Context: an optimization exercise on an open-source flow, tuned for small area. The choices shown serve that exercise and are no tape-out recipe. Where RTL was checked, it was by simulation tests only, not by an equivalence proof against the original. The RTL of run 1 was laid out without a check of its function.

## flow/design.v (module list and top-level ports; edited modules follow where they fit)
// module mux2: 10 lines
// module mux3: 11 lines
// module mux4: 30 lines
// module mux5: 16 lines
// module mux6: 18 lines
// module dlatch_kianV: 11 lines
// module dff_kianV: 17 lines
// module counter: 15 lines
// module alu: 60 lines
// module alu_decoder: 63 lines
// module extend: 16 lines
// module register_file: 16 lines
// module load_alignment: 37 lines
// module store_alignment: 53 lines
// module load_decoder: 36 lines
// module store_decoder: 33 lines
// module muldiv: 112 lines
// module multiplier_decoder: 30 lines
// module multiplier_extension_decoder: 21 lines
// module mul_step: 1315 lines
// module divider_decoder: 32 lines
// module csr_decoder: 63 lines
// module csr_exception_handler: 310 lines
// module ripple_inc: 17 lines
// module ripple_ge: 17 lines
// module main_fsm: 779 lines
// module control_unit: 196 lines
// module datapath_unit: 256 lines
// module tag_ram: 40 lines
// module sv32_table_walk: 168 lines
// module sv32_translate_instruction_to_physical: 80 lines
// module sv32_translate_data_to_physical: 87 lines
// module sv32: 170 lines
// module kianv_harris_mc_edition: 272 lines
module kianv_harris_mc_edition #(
    parameter int RESET_ADDR        = 0,
    parameter int SYSTEM_CLK        = 50_000_000,
    parameter int NUM_ENTRIES_ITLB  = 16,
    parameter int NUM_ENTRIES_DTLB  = 16
) (
    input  logic         clk,
    input  logic         resetn,
    output logic         mem_valid,
    input  logic         mem_ready,
    output logic [3:0]   mem_wstrb,
    output logic [33:0]  mem_addr,
    output logic [31:0]  mem_wdata,
    input  logic [31:0]  mem_rdata,
    output logic [31:0]  PC,
    input  logic         access_fault,
    input  logic         IRQ3,
    input  logic         IRQ7,
    input  logic         IRQ9,
    input  logic         IRQ11,
    output logic [63:0]  timer_counter,
    output logic         is_instruction
);
  // ...
==> flow/run.sh <==
#!/bin/bash
# synth_recipe.tcl (not shown) runs the flow's synth.tcl, then flattens the netlist and writes it again
# the make line also repeats each setting of config.mk as NAME=value (left out here)
make -C /OpenROAD-flow-scripts/flow DESIGN_CONFIG=/design/flow/config.mk WORK_HOME=/design/flow/orfs CLKGATE_MAP_FILE= SYNTH_SCRIPT=/design/flow/synth_recipe.tcl finish
==> flow/config.mk <==
export PLATFORM = sky130hd
export DESIGN_NAME = kianv_harris_mc_edition
export DESIGN_NICKNAME = kianv_harris_mc_edition
export VERILOG_FILES = /design/flow/design.v
export SDC_FILE = /design/flow/constraint.sdc
export NUM_CORES = 8
export LEC_CHECK = 0
export CAP_MARGIN = 40
export CORE_MARGIN = 2
export CORE_UTILIZATION = 65
export PLACE_DENSITY = 0.75
export SLEW_MARGIN = 40
==> flow/constraint.sdc <==
create_clock -name core_clock -period 25.0 [get_ports {clk}]
set_input_delay 5.0000 -clock core_clock [delete_from_list [all_inputs] [get_ports {clk}]]
set_output_delay 5.0000 -clock core_clock [all_outputs]
set_load 0.01 [all_outputs]
==> summary.md, run 1 <==
| Metric | Value |
|---|---|
| Cell type contributing the most total cell area after synthesis | `edfxtp_1` |
| Top post-synthesis cells by count | `edfxtp_1, nand2_1, nor2_1, clkbuf_1, a21oi_1` |
| Number of sinks handled by clock tree synthesis | `3641` |
| Core Rows | `191` |
| Log Error | `[ERROR GRT-0232] Routing congestion too high. Check the congestion heatmap in the GUI.` |
| Result of the run | `aborted with a tool error` |
| Adder and majority cell fraction of the synthesized area | `6.21%` |
| Last worst endpoint in the global-route repair_timing | `datapath_unit_I.csr_exception_handler_I.instr_counter[63]$_DFF_P_/D` |
| HPWL Detailed | `576000 µm` |
| # resized after CTS | `45` |
| Placed instance count | `18.0k` |
| Maximum buffer depth of the clock tree | `4` |
| Main combinational cell family by area after synthesis | `simple AND/OR/NAND/NOR gates` |
| Cells taking the most area after synthesis | `edfxtp_1, dfxtp_1, mux4_2` |
| Setup bufs post-CTS | `13` |
| Synthesized-area fraction occupied by ao, oa, aoi and oai cells | `11.4%` |
| Number of enable-type register cells in the synthesized netlist | `3216` |
| Exit stage | `5_1_grt` |
| Synthesized area per cell | `12.4 µm²` |
| Largest net degree at the start of global routing | `152` |
| Post-synth top area share | `54.3%` |
| Simple-gate portion of the synthesized area | `12.1%` |
| Number of synthesized register bits | `3641` |
| Count of buffers from port buffering | `205` |
| Cts hold-fix bufs | `0` |
| Clk Tree Root Cell | `clkbuf_16` |
| Width of the chip | `527 µm` |
| Die H | `527 µm` |
| Multiplexer fraction of the synthesized cell area | `7.15%` |
| Gate count of the mapped netlist | `14.4k` |
| Cell area reported after detailed placement | `190000 µm²` |
| CTS Buf Count | `357` |
| Final weighted congestion in routability-driven placement | `1.15` |
==> module muldiv, before the edit <==
module muldiv (
    input  wire        clk,
    input  wire        resetn,
    input  wire [31:0] a,
    input  wire [31:0] b,
    input  wire [2:0]  funct3,
    input  wire        valid,
    output logic [31:0] result,
    output logic        ready
);
  localparam logic [1:0] IDLE = 2'd0, BUSY = 2'd1, FIN = 2'd2;
  logic [1:0]  state;
  logic [4:0]  cnt;
  logic [63:0] R;
  wire is_div   = funct3[2];
  wire is_rem   = funct3[1];             
  wire d_signed = ~funct3[0];            
  wire m_sa     = (funct3[1:0] == 2'b01) | (funct3[1:0] == 2'b10);
  wire m_sb     = (funct3[1:0] == 2'b01);
  wire start = (state == IDLE) & valid & ~ready;
  logic [7:0]  m_d;
  logic        m_d8;
  logic [33:0] m_h;
  always_comb begin
    case (state)
      BUSY:    m_d = b[15:8];
      FIN:     m_d = b[23:16];
      default: m_d = ready ? b[31:24] : b[7:0];
    endcase
    m_d8 = ready & m_sb & b[31];
    m_h  = (state == IDLE && !ready) ? 34'd0 : R[57:24];
  end
  wire [41:0] m_y;
  mul_step mul_step_I (
      .a (a),
      .s (m_sa & a[31]),
      .d (m_d),
      .d8(m_d8),
      .h (m_h),
      .y (m_y)
  );
  wire        d_neg   = d_signed & b[31];
  wire [31:0] rem_nxt = {R[62:32], R[31]};
  wire [31:0] d_op    = b ^ {32{~d_neg}};
  wire [32:0] d_c;
  wire [31:0] d_s;
  assign d_c[0] = ~d_neg;
  genvar gi;
  generate
    for (gi = 0; gi < 32; gi = gi + 1) begin : g_sub
      assign d_s[gi]     = rem_nxt[gi] ^ d_op[gi] ^ d_c[gi];
      assign d_c[gi + 1] = (rem_nxt[gi] & d_op[gi]) | (rem_nxt[gi] & d_c[gi]) | (d_op[gi] & d_c[gi]);
    end
  endgenerate
  wire q = d_c[32];    
  wire [31:0] neg_in  = (state == IDLE) ? a : (is_rem ? R[63:32] : R[31:0]);
  wire [31:0] neg_out = ~neg_in + 32'd1;
  wire neg_fix = d_signed & (is_rem ? a[31] : ((a[31] ^ b[31]) & (|b)));
  always_ff @(posedge clk) begin
    if (!resetn) begin
      state <= IDLE;
      ready <= 1'b0;
      cnt   <= 5'd0;
    end else begin
      case (state)
        IDLE: begin
          ready <= 1'b0;
          if (start) begin
            state <= BUSY;
            cnt   <= 5'd0;
          end
        end
        BUSY: begin
          cnt <= cnt + 5'd1;
          if (!is_div || (&cnt)) state <= FIN;
        end
        FIN: begin
          ready <= 1'b1;
          state <= IDLE;
        end
        default: state <= IDLE;
      endcase
    end
  end
  always_ff @(posedge clk) begin
    if (is_div) begin
      if (start) begin
        R[31:0]  <= (d_signed & a[31]) ? neg_out : a;
        R[63:32] <= 32'd0;
      end else if (state == BUSY) begin
        R[31:0]  <= {R[30:0], q};
        R[63:32] <= q ? d_s : rem_nxt;
      end else if (state == FIN && neg_fix) begin
        if (is_rem) R[63:32] <= neg_out;
        else        R[31:0]  <= neg_out;
      end
    end else begin
      if (start || state == BUSY || state == FIN) begin
        R[57:24] <= m_y[41:8];
        R[23:0]  <= {m_y[7:0], R[23:8]};
      end
    end
  end
  always_comb begin
    if (is_div)
      result = is_rem ? R[63:32] : R[31:0];
    else if (funct3[1:0] == 2'b00)
      result = {m_y[7:0], R[23:0]};
    else
      result = m_y[39:8];
  end
endmodule
==> module main_fsm, before the edit <==
module main_fsm (
    input  logic                        clk,
    input  logic                        resetn,
    input  logic [6:0]                  op,
    input  logic [6:0]                  funct7,
    input  logic [2:0]                  funct3,
    input  logic [4:0]                  Rs1,
    input  logic [4:0]                  Rs2,
    input  logic [4:0]                  Rd,
    input  logic                        Zero,
    output logic                        AdrSrc,
    output logic                        store_instr,
    output logic                        incr_inst_retired,
    output logic  [$clog2(5)     -1:0] ALUSrcA,
    output logic  [$clog2(4)     -1:0] ALUSrcB,
    output logic  [$clog2(7)   -1:0] ALUOp,
    output logic  [$clog2(11)   -1:0] AMOop,
    output logic  [$clog2(6)   -1:0] ResultSrc,
    output logic  [2:0]                ImmSrc,
    output logic                        CSRvalid,
    output logic                        PCUpdate,
    output logic                        Branch,
    output logic                        RegWrite,
    output logic                        MemWrite,
    input  logic [31:0]                 fault_address,
    input  logic [31:0]                 cpu_mem_addr,
    input  logic                        is_instruction_unaligned,
    input  logic                        is_load_unaligned,
    input  logic                        is_store_unaligned,
    input  logic                        access_fault,
    input  logic                        page_fault,
    output logic                        ALUOutWrite,
    output logic                        mem_valid,
    output logic                        amo_temp_write_operation,
    output logic                        amo_data_load,
    output logic                        amo_operation_store,
    output logic                        muxed_Aluout_or_amo_rd_wr,
    output logic                        amo_set_reserved_state_load,
    output logic                        amo_buffered_data,
    output logic                        amo_buffered_address,
    output logic                        select_ALUResult,
    output logic                        select_amo_temp,
    input  logic                        amo_reserved_state_load,
    output logic                        exception_event,
    output logic [31:0]                 cause,
    output logic [31:0]                 badaddr,
    output logic                        mret,
    output logic                        sret,
    output logic                        wfi_event,
    output logic                        selectPC,
    output logic                        tlb_flush,
    input  logic [1:0]                  privilege_mode,
    input  logic                        csr_access_fault,
    input  logic                        IRQ_TO_CPU_CTRL1,   
    input  logic                        IRQ_TO_CPU_CTRL3,   
    input  logic                        IRQ_TO_CPU_CTRL5,   
    input  logic                        IRQ_TO_CPU_CTRL7,   
    input  logic                        IRQ_TO_CPU_CTRL9,   
    input  logic                        IRQ_TO_CPU_CTRL11,  
    output logic                        mul_ext_valid,
    input  logic                        mul_ext_ready,
    output logic                        is_instruction,
    input  logic                        stall,
    input  logic                        mem_ready,
    output logic                        in_fetch,      
    output logic                        lr_we,         
    output logic [1:0]                  lr_src         
);
  wire funct7b5 = funct7[5];   
  wire funct7b0 = funct7[0];   
  wire [4:0] funct5 = funct7[6:2];
  localparam S0 = 0, S1 = 1, S2 = 2, S3 = 3, S4 = 4, S5 = 5, S6 = 6, S7 = 7, S8 = 8, S9 = 9,
             S10 = 10, S11 = 11, S12 = 12, S13 = 13, S14 = 14, S15 = 15, S16 = 16, S17 = 17, S18 = 18, S19 = 19,
             S20 = 20, S21 = 21, S22 = 22, S23 = 23, S24 = 24, S25 = 25, S26 = 26, S27 = 27, S28 = 28, S29 = 29,
             S30 = 30, S31 = 31, S32 = 32, S33 = 33, S34 = 34, S35 = 35, S36 = 36, S37 = 37, S38 = 38, S39 = 39,
             S40 = 40, S41 = 41, S42 = 42, S43 = 43, S44 = 44, S45 = 45, S46 = 46, S47 = 47, S48 = 48, S49 = 49,
             S50 = 50, S51 = 51, S52 = 52, S53 = 53, S54 = 54, S55 = 55, S56 = 56, S57 = 57, S58 = 58, S59 = 59,
             S60 = 60, S61 = 61, S62 = 62, S_LAST = 63;
  logic [$clog2(S_LAST)-1:0] state, state_nxt;
  localparam load    = 7'b000_0011,
             store   = 7'b010_0011,
             rtype   = 7'b011_0011,
             itype   = 7'b001_0011,
             jal     = 7'b110_1111,   
             jalr    = 7'b110_0111,   
             branch  = 7'b110_0011,
             lui     = 7'b011_0111,   
             aupic   = 7'b001_0111,   
             amo     = 7'b010_1111;
  wire is_csr = (op == 7'b1110011) && (funct3 == 3'b001    ||
                                          funct3 == 3'b010 || funct3 == 3'b011   ||
                                          funct3 == 3'b101 || funct3 == 3'b110 ||
                                          funct3 == 3'b111  );
  wire is_load   = (op == load);
  wire is_store  = (op == store);
  wire is_rtype  = (op == rtype);
  wire is_itype  = (op == itype);
  wire is_jal    = (op == jal);
  wire is_jalr   = (op == jalr);
  wire is_branch = (op == branch);
  wire is_lui    = (op == lui);
  wire is_aupic  = (op == aupic);
  wire is_amo    = 
    ((op == 7'h2F) && (funct3 == 3'h2));
  wire is_amoadd_w  = (funct5 == 5'h00);
  wire is_amoswap_w = (funct5 == 5'h01);
  wire is_amo_lr_w  = (funct5 == 5'h02);
  wire is_amo_sc_w  = (funct5 == 5'h03);
  wire is_amoxor_w  = (funct5 == 5'h04);
  wire is_amoand_w  = (funct5 == 5'h0C);
  wire is_amoor_w   = (funct5 == 5'h08);
  wire is_amomin_w  = (funct5 == 5'h10);
  wire is_amomax_w  = (funct5 == 5'h14);
  wire is_amominu_w = (funct5 == 5'h18);
  wire is_amomaxu_w = (funct5 == 5'h1C);
  wire is_fence     = 
    ((op == 7'b0001111) && (funct3 == 3'b000));
  wire is_sfence_vma= 
    ((op == 7'b1110011) && (funct3 == 3'b000) && (funct7 == 7'b0001001));
  wire is_fence_i   = 
    ((op == 7'b0001111) && (funct3 == 3'b001));
  wire is_ebreak    = ({funct7, Rs2, Rs1, funct3, Rd, op} == 32'h00100073);
  wire is_ecall     = ({funct7, Rs2, Rs1, funct3, Rd, op} == 32'h00000073);
  wire is_mret      = ({funct7, Rs2, Rs1, funct3, Rd, op} == 32'h30200073);
  wire is_sret      = ({funct7, Rs2, Rs1, funct3, Rd, op} == 32'h10200073);
  wire is_wfi       = ({funct7, Rs2, Rs1, funct3, Rd, op} == 32'h10500073);
  always_comb begin
    amo_data_load = is_amo & is_amo_lr_w;
    amo_operation_store = is_amo & is_amo_sc_w;
  end
  always_comb begin
    case (1'b1)
      is_amoadd_w  : begin
        /*verilator lint_off WIDTH*/
        AMOop = 0;
        /*verilator lint_on WIDTH*/
      end
      is_amoswap_w : AMOop = 1;
      is_amo_lr_w  : AMOop = 2;
      is_amo_sc_w  : AMOop = 3;
      is_amoxor_w  : AMOop = 4;
      is_amoand_w  : AMOop = 5;
      is_amoor_w   : AMOop = 6;
      is_amomin_w  : AMOop = 7;
      is_amomax_w  : AMOop = 8;
      is_amominu_w : AMOop = 9;
      is_amomaxu_w : AMOop = 10;
      default: begin
        /*verilator lint_off WIDTH*/
        AMOop = '0;
        /*verilator lint_on WIDTH*/
      end
    endcase
  end
  assign ALUOutWrite = !mem_valid && !(state == S25 || state == S26 || state == S27);
  always_comb begin
    in_fetch = (state == S0);
    lr_we    = 1'b1;
    lr_src   = 2'd0;
    case (state)
      S3, S19, S24: lr_src = 2'd0;
      S14:          lr_src = 2'd1;
      S16:          lr_src = 2'd2;
      S26:          lr_src = 2'd3;
      default:      lr_we  = 1'b0;
    endcase
  end
  always_comb begin
    case (1'b1)
      is_rtype:                              ImmSrc = 3'b000;
      is_itype | is_jalr | is_load | is_csr: ImmSrc = 3'b000;
      is_store:                              ImmSrc = 3'b001;
      is_branch:                             ImmSrc = 3'b010;
      is_lui | is_aupic:                     ImmSrc = 3'b100;
      is_jal:                                ImmSrc = 3'b011;
      default:                               ImmSrc = 3'b000;
    endcase
  end
  always_ff @(posedge clk) begin
    if (!resetn) begin
      state <= S0;
    end else begin
      state <= (!stall ? state_nxt : state);
    end
  end
  logic [31:0] trap_addr, trap_addr_nxt;
  always_ff @(posedge clk) begin
    if (!resetn) begin
      trap_addr <= 0;
    end else begin
      trap_addr <= trap_addr_nxt;
    end
  end
  always_comb begin
    state_nxt = S0;
    is_instruction = 1'b0;
    trap_addr_nxt = trap_addr;
    case (state)
      S0: begin
        trap_addr_nxt  = cpu_mem_addr;
        is_instruction = 1'b1;
        case (1'b1)
          is_instruction_unaligned: state_nxt = S58;
          page_fault: state_nxt = S52;
          mem_ready: state_nxt = access_fault ? S60 : S1;
          default: state_nxt = S0;
        endcase
      end
      S1: begin
        case (1'b1)
          (IRQ_TO_CPU_CTRL1 || IRQ_TO_CPU_CTRL3 || IRQ_TO_CPU_CTRL5 || IRQ_TO_CPU_CTRL7 || IRQ_TO_CPU_CTRL9 || IRQ_TO_CPU_CTRL11):
            state_nxt = S36;
          (is_load || is_store): state_nxt = S2;
          (is_rtype && !funct7b0): state_nxt = S6;
          (is_rtype && funct7b0): state_nxt = S14;
          is_itype: state_nxt = S8;
          is_jal: state_nxt = S9;
          is_jalr: state_nxt = S11;
          is_branch: state_nxt = S10;
          is_lui: state_nxt = S12;
          is_aupic: state_nxt = S13;
          is_csr: state_nxt = S16;
          is_amo: state_nxt = S18;
          is_sfence_vma: state_nxt = S0;
          is_fence: state_nxt = S0;
          is_fence_i: state_nxt = S0;
          is_wfi: state_nxt = S0;
          is_mret: state_nxt = S30;
          is_sret: state_nxt = S50;
          is_ecall: state_nxt = S34;
          is_ebreak: state_nxt = S39;
          default: state_nxt = S40;   
        endcase
      end
      S2: begin
        case (1'b1)
          is_load:  state_nxt = S3;
          is_store: state_nxt = S5;
          default:  state_nxt = S2;
        endcase
      end
      S3: begin
        trap_addr_nxt = cpu_mem_addr;
        case (1'b1)
          is_load_unaligned: state_nxt = S42;
          page_fault: state_nxt = S54;
          mem_ready: state_nxt = access_fault ? S46 : S4;
          default: state_nxt = S3;
        endcase
      end
      S4: begin
        is_instruction = 1'b1;
        state_nxt = S0;
      end
      S5: begin
        trap_addr_nxt = cpu_mem_addr;
        case (1'b1)
          is_store_unaligned: state_nxt = S44;
          page_fault: state_nxt = S56;
          mem_ready: state_nxt = access_fault ? S48 : S0;
          default: state_nxt = S5;
        endcase
      end
      S6:  state_nxt = S7;
      S7: begin
        is_instruction = 1'b1;
        state_nxt = S0;
      end
      S8:  state_nxt = S7;
      S9:  state_nxt = S7;
      S10: begin
        is_instruction = 1'b1;   
        state_nxt = S0;
      end
      S11: state_nxt = S9;
      S12: state_nxt = S7;
      S13: state_nxt = S7;
      S14: state_nxt = mul_ext_ready ? S15 : S14;
      S15: begin
        is_instruction = 1'b1;
        state_nxt = S0;
      end
      S16: state_nxt = csr_access_fault ? S32 : S17;
      S17: begin
        is_instruction = 1'b1;
        state_nxt = S0;
      end
      S18: begin
        case (1'b1)
          is_amo_lr_w: state_nxt = S19;
          is_amo_sc_w: state_nxt = (amo_reserved_state_load ? S21 : S23);
          (is_amoadd_w | is_amoswap_w | is_amoxor_w | is_amoand_w
                     |  is_amoor_w | is_amomin_w | is_amomax_w | is_amominu_w | is_amomaxu_w):
            state_nxt = S24;
          default: state_nxt = S18;
        endcase
      end
      S19: begin
        trap_addr_nxt = cpu_mem_addr;
        case (1'b1)
          is_load_unaligned: state_nxt = S42;
          page_fault: state_nxt = S54;
          mem_ready: state_nxt = access_fault ? S46 : S20;
          default: state_nxt = S19;
        endcase
      end
      S20: begin
        is_instruction = 1'b1;
        state_nxt = S0;
      end
      S21: begin
        trap_addr_nxt = cpu_mem_addr;
        case (1'b1)
          is_store_unaligned: state_nxt = S44;
          page_fault: state_nxt = S56;
          mem_ready: state_nxt = access_fault ? S48 : S22;
          default: state_nxt = S21;
        endcase
      end
      S22: begin
        is_instruction = 1'b1;
        state_nxt = S0;
      end
      S23: begin
        is_instruction = 1'b1;
        state_nxt = S0;
      end
      S24: begin
        trap_addr_nxt = cpu_mem_addr;
        case (1'b1)
          is_load_unaligned: state_nxt = S42;
          page_fault: state_nxt = S54;
          mem_ready: state_nxt = access_fault ? S46 : S25;
          default: state_nxt = S24;
        endcase
      end
      S25: state_nxt = S26;
      S26: state_nxt = S27;
      S27: state_nxt = S28;
      S28: begin
        trap_addr_nxt = cpu_mem_addr;
        case (1'b1)
          is_store_unaligned: state_nxt = S44;
          page_fault: state_nxt = S56;
          mem_ready: state_nxt = access_fault ? S48 : S0;
          default: state_nxt = S28;
        endcase
      end
      S29: begin
        is_instruction = 1'b1;
        state_nxt = S0;
      end
      S30: state_nxt = S31;
      S31: state_nxt = S0;
      S32: state_nxt = S33;
      S33: state_nxt = S0;
      S34: state_nxt = S35;
      S35: state_nxt = S0;
      S36: state_nxt = S37;
      S37: state_nxt = S0;
      S38: state_nxt = S0;
      S39: state_nxt = S62;
      S40: state_nxt = S41;
      S41: state_nxt = S0;
      S42: state_nxt = S43;
      S43: state_nxt = S0;
      S44: state_nxt = S45;
      S45: state_nxt = S0;
      S46: state_nxt = S47;
      S47: state_nxt = S0;
      S48: state_nxt = S49;
      S49: state_nxt = S0;
      S50: state_nxt = S51;
      S51: state_nxt = S0;
      S52: state_nxt = S53;
      S53: state_nxt = S0;
      S54: state_nxt = S55;
      S55: state_nxt = S0;
      S56: state_nxt = S57;
      S57: state_nxt = S0;
      S58: state_nxt = S59;
      S59: state_nxt = S0;
      S60: state_nxt = S61;
      S61: state_nxt = S0;
      S62: state_nxt = S0;
      default: state_nxt = S0;
    endcase
  end
  logic [31:0] tmp_cause;
  always_comb begin
    incr_inst_retired           = 1'b0;
    AdrSrc                      = 0;
    store_instr                 = 1'b0;
    ALUSrcA                     = 0;
    ALUSrcB                     = 0;
    ALUOp                       = 0;
    ResultSrc                   = 0;
    PCUpdate                    = 1'b0;
    Branch                      = 1'b0;
    RegWrite                    = 1'b0;
    MemWrite                    = 1'b0;
    CSRvalid                    = 1'b0;
    select_ALUResult            = 1'b0;
    amo_temp_write_operation    = 1'b0;
    amo_set_reserved_state_load = 1'b0;
    amo_buffered_data           = 1'b0;
    amo_buffered_address        = 1'b0;
    select_amo_temp             = 1'b0;
    muxed_Aluout_or_amo_rd_wr   = 1'b0;
    mem_valid                   = 1'b0;
    mul_ext_valid               = 1'b0;
    exception_event             = 1'b0;
    cause                       = 32'b0;
    tmp_cause                   = 32'b0;
    badaddr                     = 32'b0;
    mret                        = 1'b0;
    sret                        = 1'b0;
    wfi_event                   = 1'b0;
    selectPC                    = 1'b0;
    tlb_flush                   = 1'b0;
    case (state)
      S0: begin
        mem_valid   = 1'b1;
        AdrSrc      = 0;
        store_instr = mem_ready;
        ALUSrcA     = 0;
        ALUSrcB     = 2;
        ALUOp       = 0;
        ResultSrc   = 2;
        PCUpdate    = mem_ready;
      end
      S1: begin
        ALUSrcA = 1;
        ALUSrcB = 1;
        ALUOp   = 0;
        tlb_flush = is_sfence_vma;
      end
      S2: begin
        ALUSrcA = 2;
        ALUSrcB = 1;
        ALUOp   = 0;
      end
      S3: begin
        mem_valid = !is_load_unaligned;
        ResultSrc = 0;
        AdrSrc    = 1;
      end
      S4: begin
        mem_valid = 1'b1;
        ResultSrc = 1;
        RegWrite = 1'b1;
        incr_inst_retired = 1'b1;
      end
      S5: begin
        mem_valid = !is_store_unaligned;
        ResultSrc = 0;
        AdrSrc    = 1;
        MemWrite  = 1'b1;
        incr_inst_retired = mem_ready || is_store_unaligned;
      end
      S6: begin
        ALUSrcA = 2;
        ALUSrcB = 0;
        ALUOp   = 2;
      end
      S7: begin
        mem_valid = 1'b1;
        ResultSrc = 0;
        RegWrite = 1'b1;
        incr_inst_retired = 1'b1;
      end
      S8: begin
        ALUSrcA = 2;
        ALUSrcB = 1;
        ALUOp   = 2;
      end
      S9: begin
        ALUSrcA   = 1;
        ALUSrcB   = 2;
        ALUOp     = 0;
        ResultSrc = 0;
        PCUpdate  = 1'b1;
      end
      S10: begin
        ALUSrcA           = 2;
        ALUSrcB           = 0;
        ALUOp             = 5;
        ResultSrc         = 0;
        Branch            = 1'b1;
        mem_valid         = Zero;
        incr_inst_retired = 1'b1;
      end
      S11: begin
        ALUSrcA = 2;
        ALUSrcB = 1;
        ALUOp   = 0;
      end
      S12: begin
        ALUSrcB = 1;
        ALUOp   = 3;
      end
      S13: begin
        ALUSrcA = 1;
        ALUSrcB = 1;
        ALUOp   = 4;
      end
      S14: begin
        ALUSrcA       = 2;
        ALUSrcB       = 0;
        mul_ext_valid = 1'b1;
      end
      S15: begin
        mem_valid = 1'b1;
        ResultSrc = 3;
        RegWrite = 1'b1;
        incr_inst_retired = 1'b1;
      end
      S16: begin
        ALUSrcA  = 2;
        ALUSrcB  = 1;
        CSRvalid = 1'b1;
      end
      S17: begin
        mem_valid = 1'b1;
        ResultSrc = 4;
        RegWrite = 1'b1;
        incr_inst_retired = 1'b1;
      end
      S18: begin
        ALUSrcA = 2;
        ALUSrcB = 3;
        ALUOp   = 0;
        amo_buffered_address = 1'b1;
      end
      S19: begin
        amo_set_reserved_state_load = !is_load_unaligned;
        amo_buffered_data = 1'b1;
        mem_valid = !is_load_unaligned;
        ResultSrc = 0;
        AdrSrc = 1;
      end
      S20: begin
        mem_valid = 1'b1;
        ResultSrc = 1;
        RegWrite = 1'b1;
        incr_inst_retired = 1'b1;
      end
      S21: begin
        amo_set_reserved_state_load = 1'b1;
        amo_buffered_data = 1'b0;
        mem_valid = !is_store_unaligned;
        ResultSrc = 5;
        AdrSrc    = 1;
        MemWrite  = 1'b1;
      end
      S22: begin
        amo_buffered_data = 1'b0;
        muxed_Aluout_or_amo_rd_wr = 1'b1;
        ResultSrc = 0;
        RegWrite = 1'b1;
        mem_valid = 1'b1;
        incr_inst_retired = 1'b1;
      end
      S23: begin
        amo_buffered_data = 1'b1;
        muxed_Aluout_or_amo_rd_wr = 1'b1;
        ResultSrc = 0;
        RegWrite = 1'b1;
        mem_valid = 1'b1;
        incr_inst_retired = 1'b1;
      end
      S24: begin
        mem_valid = !is_load_unaligned;
        AdrSrc = 1;
        ResultSrc = 0;
        amo_temp_write_operation = !is_load_unaligned;
      end
      S25: begin
        ALUOp = 0;
        ALUSrcA = 3;
        ALUSrcB = 3;
        ResultSrc = 1;
        RegWrite = 1'b1;
      end
      S26: begin
        ALUOp = 6;
        ALUSrcA = is_amoswap_w ? 4 : 3;
        ALUSrcB = 0;
        ResultSrc = 2;
        select_ALUResult = 1'b1;
        amo_temp_write_operation = 1'b1;
      end
      S27: begin
        ALUSrcA = 2;
        ALUSrcB = 3;
        ALUOp   = 0;
      end
      S28: begin
        MemWrite = 1'b1;
        select_amo_temp = 1'b1;
        ResultSrc = 5;
        AdrSrc    = 1;
        mem_valid = !is_store_unaligned;
        incr_inst_retired = mem_ready || is_store_unaligned;
      end
      S29: begin
        mem_valid = 1'b1;
        incr_inst_retired = 1'b1;
      end
      S30: begin
        mret = 1'b1;
      end
      S31: begin
        PCUpdate = 1'b1;
        incr_inst_retired = 1'b1;
      end
      S32: begin
        cause = 32'h00000002;
        badaddr = {25'b0, op};
        exception_event = 1'b1;
      end
      S33: begin
        PCUpdate = 1'b1;
        incr_inst_retired = 1'b1;
      end
      S34: begin
        tmp_cause = 32'h00000008;
        cause = {tmp_cause[31:2], privilege_mode};
        badaddr = 32'b0;
        exception_event = 1'b1;
      end
      S35: begin
        PCUpdate = 1'b1;
        incr_inst_retired = 1'b1;
      end
      S36: begin
        case (1'b1)
          IRQ_TO_CPU_CTRL1: cause = 32'h80000001;
          IRQ_TO_CPU_CTRL3: cause = 32'h80000003;
          IRQ_TO_CPU_CTRL5: cause = 32'h80000005;
          IRQ_TO_CPU_CTRL7: cause = 32'h80000007;
          IRQ_TO_CPU_CTRL9: cause = 32'h80000009;
          IRQ_TO_CPU_CTRL11: cause = 32'h8000000B;
          default: cause = 32'b0;
        endcase
        badaddr = 32'b0;
        exception_event = 1'b1;
      end
      S37: begin
        PCUpdate = 1'b1;
      end
      S38: begin
        wfi_event = 1'b1;
        incr_inst_retired = 1'b1;
      end
      S39: begin
        cause = 32'h00000003;
        badaddr = 32'b0;
        exception_event = 1'b1;
      end
      S40: begin
        cause = 32'h00000002;
        badaddr = {25'b0, op};
        exception_event = 1'b1;
      end
      S41: begin
        PCUpdate = 1'b1;
        incr_inst_retired = 1'b1;
      end
      S42: begin
        cause           = 32'h00000004;
        badaddr         = trap_addr;
        exception_event = 1'b1;
      end
      S43: begin
        PCUpdate          = 1'b1;
        incr_inst_retired = 1'b1;
      end
      S44: begin
        cause           = 32'h00000006;
        badaddr         = trap_addr;
        exception_event = 1'b1;
      end
      S45: begin
        PCUpdate          = 1'b1;
        incr_inst_retired = 1'b1;
      end
      S46: begin
        cause           = 32'h00000005;
        badaddr         = trap_addr;
        exception_event = 1'b1;
      end
      S47: begin
        PCUpdate          = 1'b1;
        incr_inst_retired = 1'b1;
      end
      S48: begin
        cause           = 32'h00000007;
        badaddr         = trap_addr;
        exception_event = 1'b1;
      end
      S49: begin
        PCUpdate          = 1'b1;
        incr_inst_retired = 1'b1;
      end
      S50: begin
        sret = 1'b1;
      end
      S51: begin
        PCUpdate = 1'b1;
        incr_inst_retired = 1'b1;
      end
      S52: begin
        cause           = 32'h0000000C;
        badaddr         = trap_addr;
        exception_event = 1'b1;
        selectPC        = 1'b1;
      end
      S53: begin
        PCUpdate          = 1'b1;
        incr_inst_retired = 1'b1;
        selectPC          = 1'b1;
      end
      S54: begin
        cause           = 32'h0000000D;
        badaddr         = trap_addr;
        exception_event = 1'b1;
      end
      S55: begin
        PCUpdate          = 1'b1;
        incr_inst_retired = 1'b1;
      end
      S56: begin
        cause           = 32'h0000000F;
        badaddr         = trap_addr;
        exception_event = 1'b1;
      end
      S57: begin
        PCUpdate          = 1'b1;
        incr_inst_retired = 1'b1;
      end
      S58: begin
        cause           = 32'h00000000;
        badaddr         = trap_addr;
        exception_event = 1'b1;
      end
      S59: begin
        PCUpdate          = 1'b1;
        incr_inst_retired = 1'b1;
      end
      S60: begin
        cause           = 32'h00000001;
        badaddr         = trap_addr;
        exception_event = 1'b1;
      end
      S61: begin
        PCUpdate          = 1'b1;
        incr_inst_retired = 1'b1;
      end
      S62: begin
        PCUpdate          = 1'b1;
        incr_inst_retired = 1'b1;
      end
      default: begin
        /*verilator lint_off WIDTH*/
        AdrSrc    = 'b0;
        ALUSrcA   = 'b0;
        ALUSrcB   = 'b0;
        ALUOp     = 'b0;
        PCUpdate  = 'b0;
        Branch    = 'b0;
        ResultSrc = 0;
        RegWrite  = 'b0;
        MemWrite  = 'b0;
        /*verilator lint_on WIDTH*/
      end
    endcase
  end
endmodule
==> module control_unit, before the edit <==
module control_unit (
    input  wire                       clk,
    input  wire                       resetn,
    input  wire [6:0]                 op,
    input  wire [2:0]                 funct3,
    input  wire [6:0]                 funct7,
    input  wire                       immb10,
    input  wire                       Zero,
    input  wire [4:0]                 Rs1,
    input  wire [4:0]                 Rs2,
    input  wire [4:0]                 Rd,
    output logic [$clog2(6)-1:0]   ResultSrc,
    output logic [$clog2(22)-1:0] ALUControl,
    output logic [$clog2(5)-1:0]     ALUSrcA,
    output logic [$clog2(4)-1:0]     ALUSrcB,
    output logic [2:0]                 ImmSrc,
    output logic [$clog2(3)-1:0] STOREop,
    output logic [$clog2(5)-1:0]  LOADop,
    output logic [$clog2(4)-1:0]   MULop,
    output logic [$clog2(4)-1:0]   DIVop,
    output logic [$clog2(7)-1:0]   CSRop,
    output logic                       CSRwe,
    output logic                       CSRre,
    output logic                       RegWrite,
    output logic                       PCWrite,
    output logic                       AdrSrc,
    output logic                       MemWrite,
    input  wire                       access_fault,
    input  wire                       page_fault,
    output logic                       store_instr,
    output logic                       incr_inst_retired,
    output logic                       ALUOutWrite,
    output logic                       amo_temp_write_operation,
    output logic                       muxed_Aluout_or_amo_rd_wr,
    output logic                       amo_set_reserved_state_load,
    output logic                       amo_buffered_data,
    output logic                       amo_buffered_address,
    input  wire                       amo_reserved_state_load,
    output logic                       select_ALUResult,
    output logic                       select_amo_temp,
    output logic                       exception_event,
    output logic [31:0]                cause,
    output logic [31:0]                badaddr,
    output logic                       mret,
    output logic                       sret,
    output logic                       wfi_event,
    input  wire [1:0]                 privilege_mode,
    input  wire                       csr_access_fault,
    input  wire [31:0]                fault_address,
    output logic                       selectPC,
    output logic                       tlb_flush,
    input  wire                       IRQ_TO_CPU_CTRL1,   
    input  wire                       IRQ_TO_CPU_CTRL3,   
    input  wire                       IRQ_TO_CPU_CTRL5,   
    input  wire                       IRQ_TO_CPU_CTRL7,   
    input  wire                       IRQ_TO_CPU_CTRL9,   
    input  wire                       IRQ_TO_CPU_CTRL11,  
    output logic                       is_instruction,
    input  wire                       stall,
    output logic                       mem_valid,
    input  wire                       mem_ready,
    input  wire [31:0]                cpu_mem_addr,
    output logic                       mul_valid,
    input  wire                       mul_ready,
    output logic                       div_valid,
    input  wire                       div_ready,
    output logic                       in_fetch,
    output logic                       lr_we,
    output logic [1:0]                 lr_src
);
  logic [$clog2(7)-1:0] ALUOp;
  logic [$clog2(11)-1:0] AMOop;
  logic PCUpdate;
  logic Branch;
  logic mul_ext_ready;
  logic mul_ext_valid;
  logic taken_branch;
  assign taken_branch = !Zero;
  assign PCWrite = Branch & taken_branch | PCUpdate;
  assign mul_ext_ready = mul_ready | div_ready;
  logic amo_data_load;
  logic amo_operation_store;
  logic is_load_unaligned;
  logic is_store_unaligned;
  logic is_instruction_unaligned;
  assign is_instruction_unaligned = |cpu_mem_addr[1:0];
  logic CSRvalid;
  main_fsm main_fsm_I (
      .clk              (clk),
      .resetn           (resetn),
      .op               (op),
      .funct7           (funct7),
      .funct3           (funct3),
      .Rs1              (Rs1),
      .Rs2              (Rs2),
      .Rd               (Rd),
      .Zero             (Zero),
      .AdrSrc           (AdrSrc),
      .is_instruction   (is_instruction),
      .stall            (stall),
      .store_instr      (store_instr),
      .incr_inst_retired(incr_inst_retired),
      .ALUSrcA          (ALUSrcA),
      .ALUSrcB          (ALUSrcB),
      .ALUOp            (ALUOp),
      .AMOop            (AMOop),
      .ResultSrc        (ResultSrc),
      .ImmSrc           (ImmSrc),
      .CSRvalid         (CSRvalid),
      .PCUpdate         (PCUpdate),
      .Branch           (Branch),
      .RegWrite         (RegWrite),
      .ALUOutWrite      (ALUOutWrite),
      .fault_address    (fault_address),
      .cpu_mem_addr     (cpu_mem_addr),
      .amo_temp_write_operation   (amo_temp_write_operation),
      .amo_data_load              (amo_data_load),
      .amo_operation_store        (amo_operation_store),
      .muxed_Aluout_or_amo_rd_wr  (muxed_Aluout_or_amo_rd_wr),
      .amo_set_reserved_state_load(amo_set_reserved_state_load),
      .amo_buffered_data          (amo_buffered_data),
      .amo_buffered_address       (amo_buffered_address),
      .amo_reserved_state_load    (amo_reserved_state_load),
      .select_ALUResult           (select_ALUResult),
      .select_amo_temp            (select_amo_temp),
      .MemWrite                   (MemWrite),
      .is_instruction_unaligned   (is_instruction_unaligned),
      .is_load_unaligned          (is_load_unaligned),
      .is_store_unaligned         (is_store_unaligned),
      .access_fault               (access_fault),
      .page_fault                 (page_fault),
      .selectPC                   (selectPC),
      .tlb_flush                  (tlb_flush),
      .exception_event            (exception_event),
      .cause                      (cause),
      .badaddr                    (badaddr),
      .mret                       (mret),
      .sret                       (sret),
      .wfi_event                  (wfi_event),
      .privilege_mode             (privilege_mode),
      .csr_access_fault           (csr_access_fault),
      .IRQ_TO_CPU_CTRL1           (IRQ_TO_CPU_CTRL1),
      .IRQ_TO_CPU_CTRL3           (IRQ_TO_CPU_CTRL3),
      .IRQ_TO_CPU_CTRL5           (IRQ_TO_CPU_CTRL5),
      .IRQ_TO_CPU_CTRL7           (IRQ_TO_CPU_CTRL7),
      .IRQ_TO_CPU_CTRL9           (IRQ_TO_CPU_CTRL9),
      .IRQ_TO_CPU_CTRL11          (IRQ_TO_CPU_CTRL11),
      .mem_valid                  (mem_valid),
      .mem_ready                  (mem_ready),
      .mul_ext_valid              (mul_ext_valid),
      .mul_ext_ready              (mul_ext_ready),
      .in_fetch                   (in_fetch),
      .lr_we                      (lr_we),
      .lr_src                     (lr_src)
  );
  load_decoder load_decoder_I (
      .funct3           (funct3),
      .amo_data_load    (amo_data_load),
      .LOADop           (LOADop),
      .addr_align_bits  (cpu_mem_addr[1:0]),
      .is_load_unaligned(is_load_unaligned)
  );
  store_decoder store_decoder_I (
      .funct3             (funct3),
      .amo_operation_store(amo_operation_store),
      .STOREop            (STOREop),
      .addr_align_bits    (cpu_mem_addr[1:0]),
      .is_store_unaligned (is_store_unaligned)
  );
  csr_decoder csr_decoder_I (
      .funct3(funct3),
      .Rs1Uimm(Rs1),
      .Rd(Rd),
      .valid(CSRvalid),
      .CSRwe(CSRwe),
      .CSRre(CSRre),
      .CSRop(CSRop)
  );
  alu_decoder alu_decoder_I (
      .imm_bit10 (immb10),
      .op_bit5   (op[5]),
      .funct3    (funct3),
      .funct7b5  (funct7[5]),
      .ALUOp     (ALUOp),
      .AMOop     (AMOop),
      .ALUControl(ALUControl)
  );
  multiplier_extension_decoder multiplier_extension_decoder_I (
      .funct3       (funct3),
      .MULop        (MULop),
      .DIVop        (DIVop),
      .mul_ext_valid(mul_ext_valid),
      .mul_valid    (mul_valid),
      .div_valid    (div_valid)
  );
endmodule
==> module datapath_unit, before the edit <==
module datapath_unit #(
    parameter RESET_ADDR = 0,
    parameter SYSTEM_CLK = 50_000_000
) (
    input  logic                         clk,
    input  logic                         resetn,
    input  logic [$clog2(6)   -1:0]   ResultSrc,
    input  logic [$clog2(22) -1:0]   ALUControl,
    input  logic [$clog2(5)     -1:0]   ALUSrcA,
    input  logic [$clog2(4)     -1:0]   ALUSrcB,
    input  logic [2:0]                   ImmSrc,
    input  logic [$clog2(3) -1:0]   STOREop,
    input  logic [$clog2(5)  -1:0]   LOADop,
    input  logic [$clog2(4)   -1:0]   MULop,
    input  logic [$clog2(4)   -1:0]   DIVop,
    input  logic [$clog2(7)   -1:0]   CSRop,
    input  logic                         CSRwe,
    input  logic                         CSRre,
    output logic                         Zero,
    output logic                         immb10,
    input  logic                         RegWrite,
    input  logic                         PCWrite,
    input  logic                         AdrSrc,
    input  logic                         MemWrite,
    input  logic                         incr_inst_retired,
    input  logic                         store_instr,
    input  logic                         ALUOutWrite,
    input  logic                         amo_temp_write_operation,
    input  logic                         amo_set_reserved_state_load,
    input  logic                         amo_buffered_data,
    input  logic                         amo_buffered_address,
    output logic                         amo_reserved_state_load,
    input  logic                         muxed_Aluout_or_amo_rd_wr,
    input  logic                         select_ALUResult,
    input  logic                         select_amo_temp,
    output logic [31:0]                  Instr,
    output logic [3:0]                   mem_wstrb,
    output logic [31:0]                  mem_addr,
    output logic [31:0]                  mem_wdata,
    input  logic [31:0]                  mem_rdata,
    input  logic                         mul_valid,
    output logic                         mul_ready,
    input  logic                         div_valid,
    output logic                         div_ready,
    output logic [31:0]                  ProgCounter,
    input  logic                         exception_event,
    input  logic [31:0]                  cause,
    input  logic [31:0]                  badaddr,
    input  logic                         mret,
    input  logic                         sret,
    input  logic                         wfi_event,
    output logic                         csr_access_fault,
    output logic [1:0]                   privilege_mode,
    output logic [31:0]                  satp,
    output logic                         tlb_flush,
    output logic [31:0]                  mstatus,
    output logic [63:0]                  timer_counter,
    input  logic                         page_fault,
    input  logic                         selectPC,
    input  logic                         IRQ3,
    input  logic                         IRQ7,
    input  logic                         IRQ9,
    input  logic                         IRQ11,
    output logic                         IRQ_TO_CPU_CTRL1,
    output logic                         IRQ_TO_CPU_CTRL3,
    output logic                         IRQ_TO_CPU_CTRL5,
    output logic                         IRQ_TO_CPU_CTRL7,
    output logic                         IRQ_TO_CPU_CTRL9,
    output logic                         IRQ_TO_CPU_CTRL11,
    input  logic                         in_fetch,
    input  logic                         lr_we,
    input  logic [1:0]                   lr_src
);
  wire [4:0] Rs1 = Instr[19:15];
  wire [4:0] Rs2 = Instr[24:20];
  wire [4:0] Rd  = Instr[11:7];
  logic [31:0] RdData;
  logic [31:0] WD3;
  register_file register_file_I (
      .clk(clk),
      .we (RegWrite),
      .A1 (in_fetch ? mem_rdata[24:20] : Rs1),
      .A3 (Rd),
      .wd (WD3),
      .rd1(RdData)
  );
  logic [31:0] ImmExt;
  logic [31:0] PC, OldPC;
  logic [31:0] A1, A2;
  logic [31:0] SrcA, SrcB;
  logic [31:0] ALUResult;
  logic [31:0] MULExtResult;
  logic [31:0] ALUOut;
  logic [31:0] Result;
  logic [3:0]  wmask;
  logic [31:0] Data;
  logic [31:0] LR;           
  logic [31:0] CSRData;
  logic [1:0]  mem_addr_align_latch;
  assign immb10      = ImmExt[10];
  assign ProgCounter = OldPC;
  assign mem_wstrb   = wmask & {4{MemWrite}};
  assign WD3         = Result;
  logic [11:0] CSRAddr;
  assign CSRAddr = Instr[31:20];
  logic [31:0] exception_next_pc;
  logic        exception_select;
  assign mem_addr = AdrSrc ? Result : PC;
  always_comb begin
    case (ResultSrc)
      1, 3, 4: Result = LR;
      2: Result = ALUResult;
      0: Result = muxed_Aluout_or_amo_rd_wr ? {31'b0, amo_buffered_data} : ALUOut;
      default: Result = ALUOut;
    endcase
  end
  always_ff @(posedge clk) begin
    if (!resetn)
      PC <= RESET_ADDR;
    else if (PCWrite)
      PC <= exception_select ? exception_next_pc : Result;
  end
  always_ff @(posedge clk) begin
    if (store_instr) Instr <= mem_rdata;
    if (!resetn)
      OldPC <= RESET_ADDR;
    else if (store_instr)
      OldPC <= PC;
  end
  always_ff @(posedge clk) begin
    if (!resetn)
      amo_reserved_state_load <= 1'b0;
    else if (amo_set_reserved_state_load)
      amo_reserved_state_load <= amo_buffered_data;
  end
  always_ff @(posedge clk) begin
    if (ALUOutWrite)
      ALUOut <= ALUResult;
  end
  always_ff @(posedge clk) begin
    mem_addr_align_latch <= mem_addr[1:0];
    if (!in_fetch)   A1 <= RdData;
    if (store_instr) A2 <= RdData;
  end
  always_ff @(posedge clk) begin
    if (lr_we) begin
      case (lr_src)
        2'd0:    LR <= Data;
        2'd1:    LR <= MULExtResult;
        2'd2:    LR <= CSRData;
        default: LR <= ALUResult;
      endcase
    end
  end
  extend extend_I (
      .instr(Instr[31:7]),
      .immsrc(ImmSrc),
      .immext(ImmExt)
  );
  store_alignment store_alignment_I (
      .addr(mem_addr[1:0]),
      .STOREop(STOREop),
      .data(select_amo_temp ? LR : A2),
      .result(mem_wdata),
      .wmask(wmask)
  );
  load_alignment load_alignment_I (
      .addr(mem_addr_align_latch),
      .LOADop(LOADop),
      .data(mem_rdata),
      .result(Data)
  );
  always_comb begin
    case (ALUSrcA)
      0:            SrcA = PC;
      1:        SrcA = OldPC;
      2:       SrcA = A1;
      3: SrcA = LR;
      default:             SrcA = 32'd0;
    endcase
  end
  always_comb begin
    case (ALUSrcB)
      0: SrcB = A2;
      1: SrcB = ImmExt;
      2: SrcB = 32'd4;
      default:       SrcB = 32'd0;
    endcase
  end
  alu alu_I (
      .a(SrcA),
      .b(SrcB),
      .alucontrol(ALUControl),
      .result(ALUResult),
      .zero(Zero)
  );
  logic muldiv_ready;
  muldiv muldiv_I (
      .clk   (clk),
      .resetn(resetn),
      .a     (SrcA),
      .b     (SrcB),
      .funct3(Instr[14:12]),
      .valid (mul_valid | div_valid),
      .result(MULExtResult),
      .ready (muldiv_ready)
  );
  assign mul_ready = muldiv_ready;
  assign div_ready = 1'b0;
  logic [31:0] pc_on_exception;
  mux2 #(32) mux_select_pc_on_exception_I (
      .d0(OldPC),
      .d1(PC),
      .sel(selectPC),
      .y(pc_on_exception)
  );
  csr_exception_handler #(
      .SYSTEM_CLK(SYSTEM_CLK)
  ) csr_exception_handler_I (
      .clk              (clk),
      .resetn           (resetn),
      .incr_inst_retired(incr_inst_retired),
      .CSRAddr          (CSRAddr),
      .CSRop            (CSRop),
      .Rd1              (SrcA),
      .uimm             (Rs1),
      .we               (CSRwe),
      .re               (CSRre),
      .exception_event  (exception_event),
      .mret             (mret),
      .sret             (sret),
      .wfi_event        (wfi_event),
      .cause            (cause),
      .pc               (pc_on_exception),
      .badaddr          (badaddr),
      .privilege_mode   (privilege_mode),
      .rdata            (CSRData),
      .exception_next_pc(exception_next_pc),
      .exception_select (exception_select),
      .csr_access_fault (csr_access_fault),
      .satp             (satp),
      .tlb_flush        (tlb_flush),
      .mstatus          (mstatus),
      .timer_counter    (timer_counter),
      .IRQ3             (IRQ3),
      .IRQ7             (IRQ7),
      .IRQ9             (IRQ9),
      .IRQ11            (IRQ11),
      .IRQ_TO_CPU_CTRL1 (IRQ_TO_CPU_CTRL1),    
      .IRQ_TO_CPU_CTRL3 (IRQ_TO_CPU_CTRL3),    
      .IRQ_TO_CPU_CTRL5 (IRQ_TO_CPU_CTRL5),    
      .IRQ_TO_CPU_CTRL7 (IRQ_TO_CPU_CTRL7),    
      .IRQ_TO_CPU_CTRL9 (IRQ_TO_CPU_CTRL9),    
      .IRQ_TO_CPU_CTRL11(IRQ_TO_CPU_CTRL11)    
  );
endmodule
==> inputs of run 2 (changes only) <==
--- a/flow/design.v
+++ b/flow/design.v
@@ -495,17 +495,9 @@
   wire        d_neg   = d_signed & b[31];
   wire [31:0] rem_nxt = {R[62:32], R[31]};
   wire [31:0] d_op    = b ^ {32{~d_neg}};
-  wire [32:0] d_c;
   wire [31:0] d_s;
-  assign d_c[0] = ~d_neg;
-  genvar gi;
-  generate
-    for (gi = 0; gi < 32; gi = gi + 1) begin : g_sub
-      assign d_s[gi]     = rem_nxt[gi] ^ d_op[gi] ^ d_c[gi];
-      assign d_c[gi + 1] = (rem_nxt[gi] & d_op[gi]) | (rem_nxt[gi] & d_c[gi]) | (d_op[gi] & d_c[gi]);
-    end
-  endgenerate
-  wire q = d_c[32];    
+  wire q;
+  assign {q, d_s} = {1'b0, rem_nxt} + {1'b0, d_op} + {32'b0, ~d_neg};    
   wire [31:0] neg_in  = (state == IDLE) ? a : (is_rem ? R[63:32] : R[31:0]);
   wire [31:0] neg_out = ~neg_in + 32'd1;
   wire neg_fix = d_signed & (is_rem ? a[31] : ((a[31] ^ b[31]) & (|b)));
@@ -2440,7 +2432,9 @@
     input  logic                        mem_ready,
     output logic                        in_fetch,      
     output logic                        lr_we,         
-    output logic [1:0]                  lr_src         
+    output logic [1:0]                  lr_src,        
+    output logic                        bad_alu,       
+    output logic                        bad_fetch      
 );
   wire funct7b5 = funct7[5];   
   wire funct7b0 = funct7[0];   
@@ -2528,7 +2522,12 @@
       end
     endcase
   end
-  assign ALUOutWrite = !mem_valid && !(state == S25 || state == S26 || state == S27);
+  assign ALUOutWrite = !mem_valid && !(state == S25 || state == S26 || state == S27 ||
+                                       state == S3 || state == S5 || state == S19 ||
+                                       state == S21 || state == S24 || state == S28);
+  assign bad_alu   = (state == S42) || (state == S44) || (state == S46) || (state == S48) ||
+                     (state == S54) || (state == S56);
+  assign bad_fetch = (state == S52) || (state == S58) || (state == S60);
   always_comb begin
     in_fetch = (state == S0);
     lr_we    = 1'b1;
@@ -2559,21 +2558,11 @@
       state <= (!stall ? state_nxt : state);
     end
   end
-  logic [31:0] trap_addr, trap_addr_nxt;
-  always_ff @(posedge clk) begin
-    if (!resetn) begin
-      trap_addr <= 0;
-    end else begin
-      trap_addr <= trap_addr_nxt;
-    end
-  end
   always_comb begin
     state_nxt = S0;
     is_instruction = 1'b0;
-    trap_addr_nxt = trap_addr;
     case (state)
       S0: begin
-        trap_addr_nxt  = cpu_mem_addr;
         is_instruction = 1'b1;
         case (1'b1)
           is_instruction_unaligned: state_nxt = S58;
@@ -2616,7 +2605,6 @@
         endcase
       end
       S3: begin
-        trap_addr_nxt = cpu_mem_addr;
         case (1'b1)
           is_load_unaligned: state_nxt = S42;
           page_fault: state_nxt = S54;
@@ -2629,7 +2617,6 @@
         state_nxt = S0;
       end
       S5: begin
-        trap_addr_nxt = cpu_mem_addr;
         case (1'b1)
           is_store_unaligned: state_nxt = S44;
           page_fault: state_nxt = S56;
@@ -2672,7 +2659,6 @@
         endcase
       end
       S19: begin
-        trap_addr_nxt = cpu_mem_addr;
         case (1'b1)
           is_load_unaligned: state_nxt = S42;
           page_fault: state_nxt = S54;
@@ -2685,7 +2671,6 @@
         state_nxt = S0;
       end
       S21: begin
-        trap_addr_nxt = cpu_mem_addr;
         case (1'b1)
           is_store_unaligned: state_nxt = S44;
           page_fault: state_nxt = S56;
@@ -2702,7 +2687,6 @@
         state_nxt = S0;
       end
       S24: begin
-        trap_addr_nxt = cpu_mem_addr;
         case (1'b1)
           is_load_unaligned: state_nxt = S42;
           page_fault: state_nxt = S54;
@@ -2714,7 +2698,6 @@
       S26: state_nxt = S27;
       S27: state_nxt = S28;
       S28: begin
-        trap_addr_nxt = cpu_mem_addr;
         case (1'b1)
           is_store_unaligned: state_nxt = S44;
           page_fault: state_nxt = S56;
@@ -2722,43 +2705,24 @@
           default: state_nxt = S28;
         endcase
       end
-      S29: begin
-        is_instruction = 1'b1;
-        state_nxt = S0;
-      end
       S30: state_nxt = S31;
       S31: state_nxt = S0;
-      S32: state_nxt = S33;
-      S33: state_nxt = S0;
-      S34: state_nxt = S35;
-      S35: state_nxt = S0;
+      S32: state_nxt = S31;
+      S34: state_nxt = S31;
       S36: state_nxt = S37;
       S37: state_nxt = S0;
-      S38: state_nxt = S0;
-      S39: state_nxt = S62;
-      S40: state_nxt = S41;
-      S41: state_nxt = S0;
-      S42: state_nxt = S43;
-      S43: state_nxt = S0;
-      S44: state_nxt = S45;
-      S45: state_nxt = S0;
-      S46: state_nxt = S47;
-      S47: state_nxt = S0;
-      S48: state_nxt = S49;
-      S49: state_nxt = S0;
-      S50: state_nxt = S51;
-      S51: state_nxt = S0;
-      S52: state_nxt = S53;
-      S53: state_nxt = S0;
-      S54: state_nxt = S55;
-      S55: state_nxt = S0;
-      S56: state_nxt = S57;
-      S57: state_nxt = S0;
-      S58: state_nxt = S59;
-      S59: state_nxt = S0;
-      S60: state_nxt = S61;
-      S61: state_nxt = S0;
-      S62: state_nxt = S0;
+      S39: state_nxt = S31;
+      S40: state_nxt = S31;
+      S42: state_nxt = S31;
+      S44: state_nxt = S31;
+      S46: state_nxt = S31;
+      S48: state_nxt = S31;
+      S50: state_nxt = S31;
+      S52: state_nxt = S31;
+      S54: state_nxt = S31;
+      S56: state_nxt = S31;
+      S58: state_nxt = S31;
+      S60: state_nxt = S31;
       default: state_nxt = S0;
     endcase
   end
@@ -2979,10 +2943,6 @@
         mem_valid = !is_store_unaligned;
         incr_inst_retired = mem_ready || is_store_unaligned;
       end
-      S29: begin
-        mem_valid = 1'b1;
-        incr_inst_retired = 1'b1;
-      end
       S30: begin
         mret = 1'b1;
       end
@@ -2995,20 +2955,12 @@
         badaddr = {25'b0, op};
         exception_event = 1'b1;
       end
-      S33: begin
-        PCUpdate = 1'b1;
-        incr_inst_retired = 1'b1;
-      end
       S34: begin
         tmp_cause = 32'h00000008;
         cause = {tmp_cause[31:2], privilege_mode};
         badaddr = 32'b0;
         exception_event = 1'b1;
       end
-      S35: begin
-        PCUpdate = 1'b1;
-        incr_inst_retired = 1'b1;
-      end
       S36: begin
         case (1'b1)
           IRQ_TO_CPU_CTRL1: cause = 32'h80000001;
@@ -3025,10 +2977,6 @@
       S37: begin
         PCUpdate = 1'b1;
       end
-      S38: begin
-        wfi_event = 1'b1;
-        incr_inst_retired = 1'b1;
-      end
       S39: begin
         cause = 32'h00000003;
         badaddr = 32'b0;
@@ -3039,104 +2987,55 @@
         badaddr = {25'b0, op};
         exception_event = 1'b1;
       end
-      S41: begin
-        PCUpdate = 1'b1;
-        incr_inst_retired = 1'b1;
-      end
       S42: begin
         cause           = 32'h00000004;
-        badaddr         = trap_addr;
+        badaddr         = 32'b0;
         exception_event = 1'b1;
       end
-      S43: begin
-        PCUpdate          = 1'b1;
-        incr_inst_retired = 1'b1;
-      end
       S44: begin
         cause           = 32'h00000006;
-        badaddr         = trap_addr;
+        badaddr         = 32'b0;
         exception_event = 1'b1;
       end
-      S45: begin
-        PCUpdate          = 1'b1;
-        incr_inst_retired = 1'b1;
-      end
       S46: begin
         cause           = 32'h00000005;
-        badaddr         = trap_addr;
+        badaddr         = 32'b0;
         exception_event = 1'b1;
       end
-      S47: begin
-        PCUpdate          = 1'b1;
-        incr_inst_retired = 1'b1;
-      end
       S48: begin
         cause           = 32'h00000007;
-        badaddr         = trap_addr;
+        badaddr         = 32'b0;
         exception_event = 1'b1;
       end
-      S49: begin
-        PCUpdate          = 1'b1;
-        incr_inst_retired = 1'b1;
-      end
       S50: begin
         sret = 1'b1;
       end
-      S51: begin
-        PCUpdate = 1'b1;
-        incr_inst_retired = 1'b1;
-      end
       S52: begin
         cause           = 32'h0000000C;
-        badaddr         = trap_addr;
+        badaddr         = 32'b0;
         exception_event = 1'b1;
         selectPC        = 1'b1;
       end
-      S53: begin
-        PCUpdate          = 1'b1;
-        incr_inst_retired = 1'b1;
-        selectPC          = 1'b1;
-      end
       S54: begin
         cause           = 32'h0000000D;
-        badaddr         = trap_addr;
+        badaddr         = 32'b0;
         exception_event = 1'b1;
       end
-      S55: begin
-        PCUpdate          = 1'b1;
-        incr_inst_retired = 1'b1;
-      end
       S56: begin
         cause           = 32'h0000000F;
-        badaddr         = trap_addr;
+        badaddr         = 32'b0;
         exception_event = 1'b1;
       end
-      S57: begin
-        PCUpdate          = 1'b1;
-        incr_inst_retired = 1'b1;
-      end
       S58: begin
         cause           = 32'h00000000;
-        badaddr         = trap_addr;
+        badaddr         = 32'b0;
         exception_event = 1'b1;
       end
-      S59: begin
-        PCUpdate          = 1'b1;
-        incr_inst_retired = 1'b1;
-      end
       S60: begin
         cause           = 32'h00000001;
-        badaddr         = trap_addr;
+        badaddr         = 32'b0;
         exception_event = 1'b1;
       end
-      S61: begin
-        PCUpdate          = 1'b1;
-        incr_inst_retired = 1'b1;
-      end
-      S62: begin
-        PCUpdate          = 1'b1;
-        incr_inst_retired = 1'b1;
-      end
       default: begin
         /*verilator lint_off WIDTH*/
         AdrSrc    = 'b0;
@@ -3222,7 +3121,9 @@
     input  wire                       div_ready,
     output logic                       in_fetch,
     output logic                       lr_we,
-    output logic [1:0]                 lr_src
+    output logic [1:0]                 lr_src,
+    output logic                       bad_alu,
+    output logic                       bad_fetch
 );
   logic [$clog2(7)-1:0] ALUOp;
   logic [$clog2(11)-1:0] AMOop;
@@ -3307,7 +3208,9 @@
       .mul_ext_ready              (mul_ext_ready),
       .in_fetch                   (in_fetch),
       .lr_we                      (lr_we),
-      .lr_src                     (lr_src)
+      .lr_src                     (lr_src),
+      .bad_alu                    (bad_alu),
+      .bad_fetch                  (bad_fetch)
   );
   load_decoder load_decoder_I (
       .funct3           (funct3),
@@ -3422,7 +3325,9 @@
     output logic                         IRQ_TO_CPU_CTRL11,
     input  logic                         in_fetch,
     input  logic                         lr_we,
-    input  logic [1:0]                   lr_src
+    input  logic [1:0]                   lr_src,
+    input  logic                         bad_alu,
+    input  logic                         bad_fetch
 );
   wire [4:0] Rs1 = Instr[19:15];
   wire [4:0] Rs2 = Instr[24:20];
@@ -3458,7 +3363,7 @@
   assign CSRAddr = Instr[31:20];
   logic [31:0] exception_next_pc;
   logic        exception_select;
-  assign mem_addr = AdrSrc ? Result : PC;
+  assign mem_addr = AdrSrc ? ALUOut : PC;
   always_comb begin
     case (ResultSrc)
       1, 3, 4: Result = LR;
@@ -3495,6 +3400,14 @@
     if (!in_fetch)   A1 <= RdData;
     if (store_instr) A2 <= RdData;
   end
+  logic fetch_hs;
+  always_ff @(posedge clk) begin
+    if (in_fetch) fetch_hs <= store_instr;
+  end
+  wire [31:0] trap_value = ({32{bad_alu}} & ALUOut) |
+                           ({32{bad_fetch & fetch_hs}} & OldPC) |
+                           ({32{bad_fetch & ~fetch_hs}} & PC) |
+                           badaddr;    
   always_ff @(posedge clk) begin
     if (lr_we) begin
       case (lr_src)
@@ -3585,7 +3498,7 @@
       .wfi_event        (wfi_event),
       .cause            (cause),
       .pc               (pc_on_exception),
-      .badaddr          (badaddr),
+      .badaddr          (trap_value),
       .privilege_mode   (privilege_mode),
       .rdata            (CSRData),
       .exception_next_pc(exception_next_pc),
@@ -4259,6 +4172,8 @@
   logic        in_fetch;
   logic        lr_we;
   logic [1:0]  lr_src;
+  logic        bad_alu;
+  logic        bad_fetch;
   control_unit control_unit_I (
       .clk              (clk),
       .resetn           (resetn),
@@ -4327,7 +4242,9 @@
       .IRQ_TO_CPU_CTRL11(IRQ_TO_CPU_CTRL11),  
       .in_fetch        (in_fetch),
       .lr_we           (lr_we),
-      .lr_src          (lr_src)
+      .lr_src          (lr_src),
+      .bad_alu         (bad_alu),
+      .bad_fetch       (bad_fetch)
   );
   datapath_unit #(
       .RESET_ADDR(RESET_ADDR),
@@ -4400,7 +4317,9 @@
       .IRQ_TO_CPU_CTRL11(IRQ_TO_CPU_CTRL11),  
       .in_fetch        (in_fetch),
       .lr_we           (lr_we),
-      .lr_src          (lr_src)
+      .lr_src          (lr_src),
+      .bad_alu         (bad_alu),
+      .bad_fetch       (bad_fetch)
   );
   sv32 #(
       .NUM_ENTRIES_ITLB(NUM_ENTRIES_ITLB),
--- a/flow/config.mk
+++ b/flow/config.mk
@@ -7,6 +7,8 @@
 export LEC_CHECK = 0
 export CAP_MARGIN = 40
 export CORE_MARGIN = 2
-export CORE_UTILIZATION = 65
-export PLACE_DENSITY = 0.75
+export CORE_UTILIZATION = 50
+export CTS_CLUSTER_DIAMETER = 70
+export CTS_CLUSTER_SIZE = 25
+export PLACE_DENSITY = 0.65
 export SLEW_MARGIN = 40
==> run 2 against run 1 <==
  * Now fails the layout checks on negative setup slack
  * Synthesized cell count increased by 8.0%
  * Area after synthesis decreased by 0.38%
==> summary.md, run 2 <==
| Metric | Value |
|---|---|
| Die area | `359000 µm²` |
| Finish-stage setup viols | `19` |
| Post-synth top area share | `54.6% (was 54.3%)` |
| Final worst-path cycle share | `111%` |
| Largest stage delay on the critical path | `0.76 ns` |
| Class of the tightest hold or removal check | `flip-flop to flip-flop` |
| Synthesized area | `177000 µm² (was 178000 µm²)` |
| Number of sinks handled by clock tree synthesis | `3610 (was 3641)` |
| Most common library cell in the layout ignoring fill and taps | `edfxtp_1` |
| Flip-flop count of the largest register after layout | `992` |
| Global-route wire length before repair | `1150000 µm` |
| Library cells used by synthesis | `113 (was 116)` |
| Top post-synthesis cells by count | `edfxtp_1, nand2_1, nor2_1, clkbuf_1, nand3_1 (was edfxtp_1, nand2_1, nor2_1, clkbuf_1, a21oi_1)` |
| Clock transition at the registers of the reported paths | `0.10 ns` |
| Count of buffers from port buffering | `205 (unchanged)` |
| Most numerous cell in the Yosys netlist | `edfxtp_1 (unchanged)` |
| Share of final-layout standard cells stronger than drive strength 1 | `13.1%` |
| Cell type contributing the most total cell area after synthesis | `edfxtp_1 (unchanged)` |
| Remaining global-route overflow | `0` |
| Most used cells in the layout excluding fill and tap cells | `edfxtp_1, nand2_1, nor2_1` |
| Failing layout criteria | `negative setup slack` |
| Req. time, crit path | `25.87 ns` |
| # DRC | `0` |
| Core Rows | `218 (was 191)` |
| Slowest-stage cell, CP | `nor4_1` |
| Maximum fanout count along the critical path | `5` |
| Number of global-route vias before repair | `132k` |
| Sort of element at the end of the critical path | `flip-flop` |
| Number of synthesized register bits | `3610 (was 3641)` |
| Clock latency on the worst-skew pair | `1.05 ns` |
| TritonCTS clock tree | `done` |
| Final weighted congestion in routability-driven placement | `1.17 (was 1.15)` |
| Net total in the final layout | `16.5k` |
| Nature of the critical path startpoint | `flip-flop` |
| Synthesized area per cell | `11.4 µm² (was 12.4 µm²)` |
| Largest net degree at the start of global routing | `155` |
| Measured slew at the worst slew-check pin | `1.11 ns` |
| CTS H-Tree Depth | `4 (was 5)` |
| Number of enable-type register cells in the synthesized netlist | `3217 (was 3216)` |
| Number of detailed-routing iterations run before antenna repair | `13` |
| Regs by FF count | `datapath_unit_I.register_file_I.bank0 (992), mmu_I.table_walk_inst.dtlb_I.ppns (320), mmu_I.table_walk_inst.itlb_I.ppns (320)` |
| Overall routed net length | `857000 µm` |
| Maximum frequency from static timing analysis | `0.0361 GHz` |
| Area growth syn-to-layout | `13.0%` |
| Total number of vias | `145k` |
| Starting density of the core | `50.2% (was 65.5%)` |
| Gate count of the mapped netlist | `15.5k (was 14.4k)` |
| Clk Tree Root Cell | `clkbuf_16 (unchanged)` |
| Result of the run | `failed layout checks (was aborted with a tool error)` |
| Worst Setup Path Type | `flip-flop to flip-flop` |
| Floorplan core area | `352000 µm²` |
| Cell Count, Final, Fillers Out | `20.8k` |
| Cts hold-fix bufs | `0 (unchanged)` |
| Final worst-path setup slack | `-2.72 ns` |
| Cells taking the most area after synthesis | `edfxtp_1, nand2_1, dfxtp_1 (was edfxtp_1, dfxtp_1, mux4_2)` |
| Maximum buffer depth of the clock tree | `4 (unchanged)` |
| HPWL Detailed | `590000 µm (was 576000 µm)` |
| Final ANT Viol Nets | `0` |
| Predominant post-synthesis flop cell | `edfxtp_1 (unchanged)` |
| Initial antenna violation count | `96` |
| CTS Buf Count | `211 (was 357)` |
| Width of the chip | `599 µm (was 527 µm)` |
| Final hold violation count | `0` |
| Setup Slack @ Placement | `-3.10 ns (was -2.99 ns)` |
| Die H | `599 µm (was 527 µm)` |
| Max-slew headroom at the worst pin | `24.1%` |
| Fraction of registers with async set/reset | `0.222% (was 0.220%)` |
| Placed instance count | `20.3k (was 18.0k)` |
## run 2: routing by layer
layer / wire length, µm / track usage (%)
met1: 311000 / 60.5
met2: 351000 / 65.8
met4: 77800 / 34.0
met3: 117000 / 15.5
met5: 321 / 0.187
## run 2: area by class of cell
class	instances	area, µm²
Inverter	565	2140
Multi-Input combinational cell	10205	70000
Sequential cell	3610	105000
Fill cell	29457	152000
Timing Repair Buffer	1229	10200
Tap cell	4730	5920
Clock inverter	113	1580
Antenna cell	55	138
Clock buffer	251	5530
## run 2: timing repair
item                                    4_1_cts  5_1_grt
pin swaps                                    10        7
endpoints found under the setup margin       22       48
gates resized for setup                      45       29
setup buffers                                12       12
endpoints found under the hold margin         0        0
## run 2: cell families (layout without fill, tap and decap cells)
family	count (synthesis)	in the layout	share of synthesized area (%)
xor gates and xnor gates	172	172	0.855
muxes	463	463	2.73
DFF	3610	3610	59.0
other	1	57	0.00212
and+or+nand+nor	5349	5349	13.4
buffers and inverters	1685	2158	3.69
adders and majority gates	681	681	6.15
AOI/OAI and AO/OA	3538	3538	14.1
## run 2: worst paths after layout
kind	from	to	slack, ns	cells after the start
worst min-delay path	flip-flop	flip-flop	0.44	1
worst max-delay path	datapath_unit_I.Instr[30]	flip-flop	-2.72	128
max in group asynchronous	resetn	mmu_I.data_translate_inst.ready	20.87	1
worst min register to register	flip-flop	flip-flop	0.44	1
worst max register to register	datapath_unit_I.Instr[30]	flip-flop	-2.72	128
min in group asynchronous	resetn	mmu_I.state[0]	3.81	1
## run 2: worst max-delay path, delay by kind of cell, from the launching register on
family,cells,cell delay [ns]
xor gates and xnor gates,1,0.12
AOI/OAI and AO/OA,14,2.72
adders and majority gates,95,21.23
and+or+nand+nor,8,1.59
DFF,1,0.49
muxes,1,0.09
buffers and inverters,9,1.27
## run 2: metrics by stage
stage / hold WS, ns / utilization (%) / cell area (µm²)
after global placement: 0.411 / 54.2 / 191000
after detailed placement: 0.426 / 54.4 / 192000
after global routing: 0.465 / 56.7 / 200000
after floorplan: 0.402 / - / 178000
after CTS: 0.447 / 56.5 / 199000
final: 0.445 / 56.7 / 200000

re-timing with driven ports:
Ports are ideal in the flow. The routed layout listed here was re-timed in OpenROAD. Step 1 sets driving cells, clkbuf_16 on the clock port and buf_2 on the other inputs (assumed; they add their load-dependent delay and slew). Step 2 moves the port delays by t, midway between the first and last clock arrival at a register: inputs arrive t later, outputs are due t later. That takes back most of the time a late clock gives input paths. Slacks: ideal ports / drivers / drivers and shift; pairs: ideal ports / drivers.
run: run 2
shift t [ns]: 1.107
setup slack, ns: -2.715 / -2.715 / -2.715
worst setup path after step 2: register to register
worst register clock-pin slew, ns: 0.11 / 0.11
For run 2, drivers alone change the setup slack by 0.000 ns; drivers and shift together by 0.000 ns.
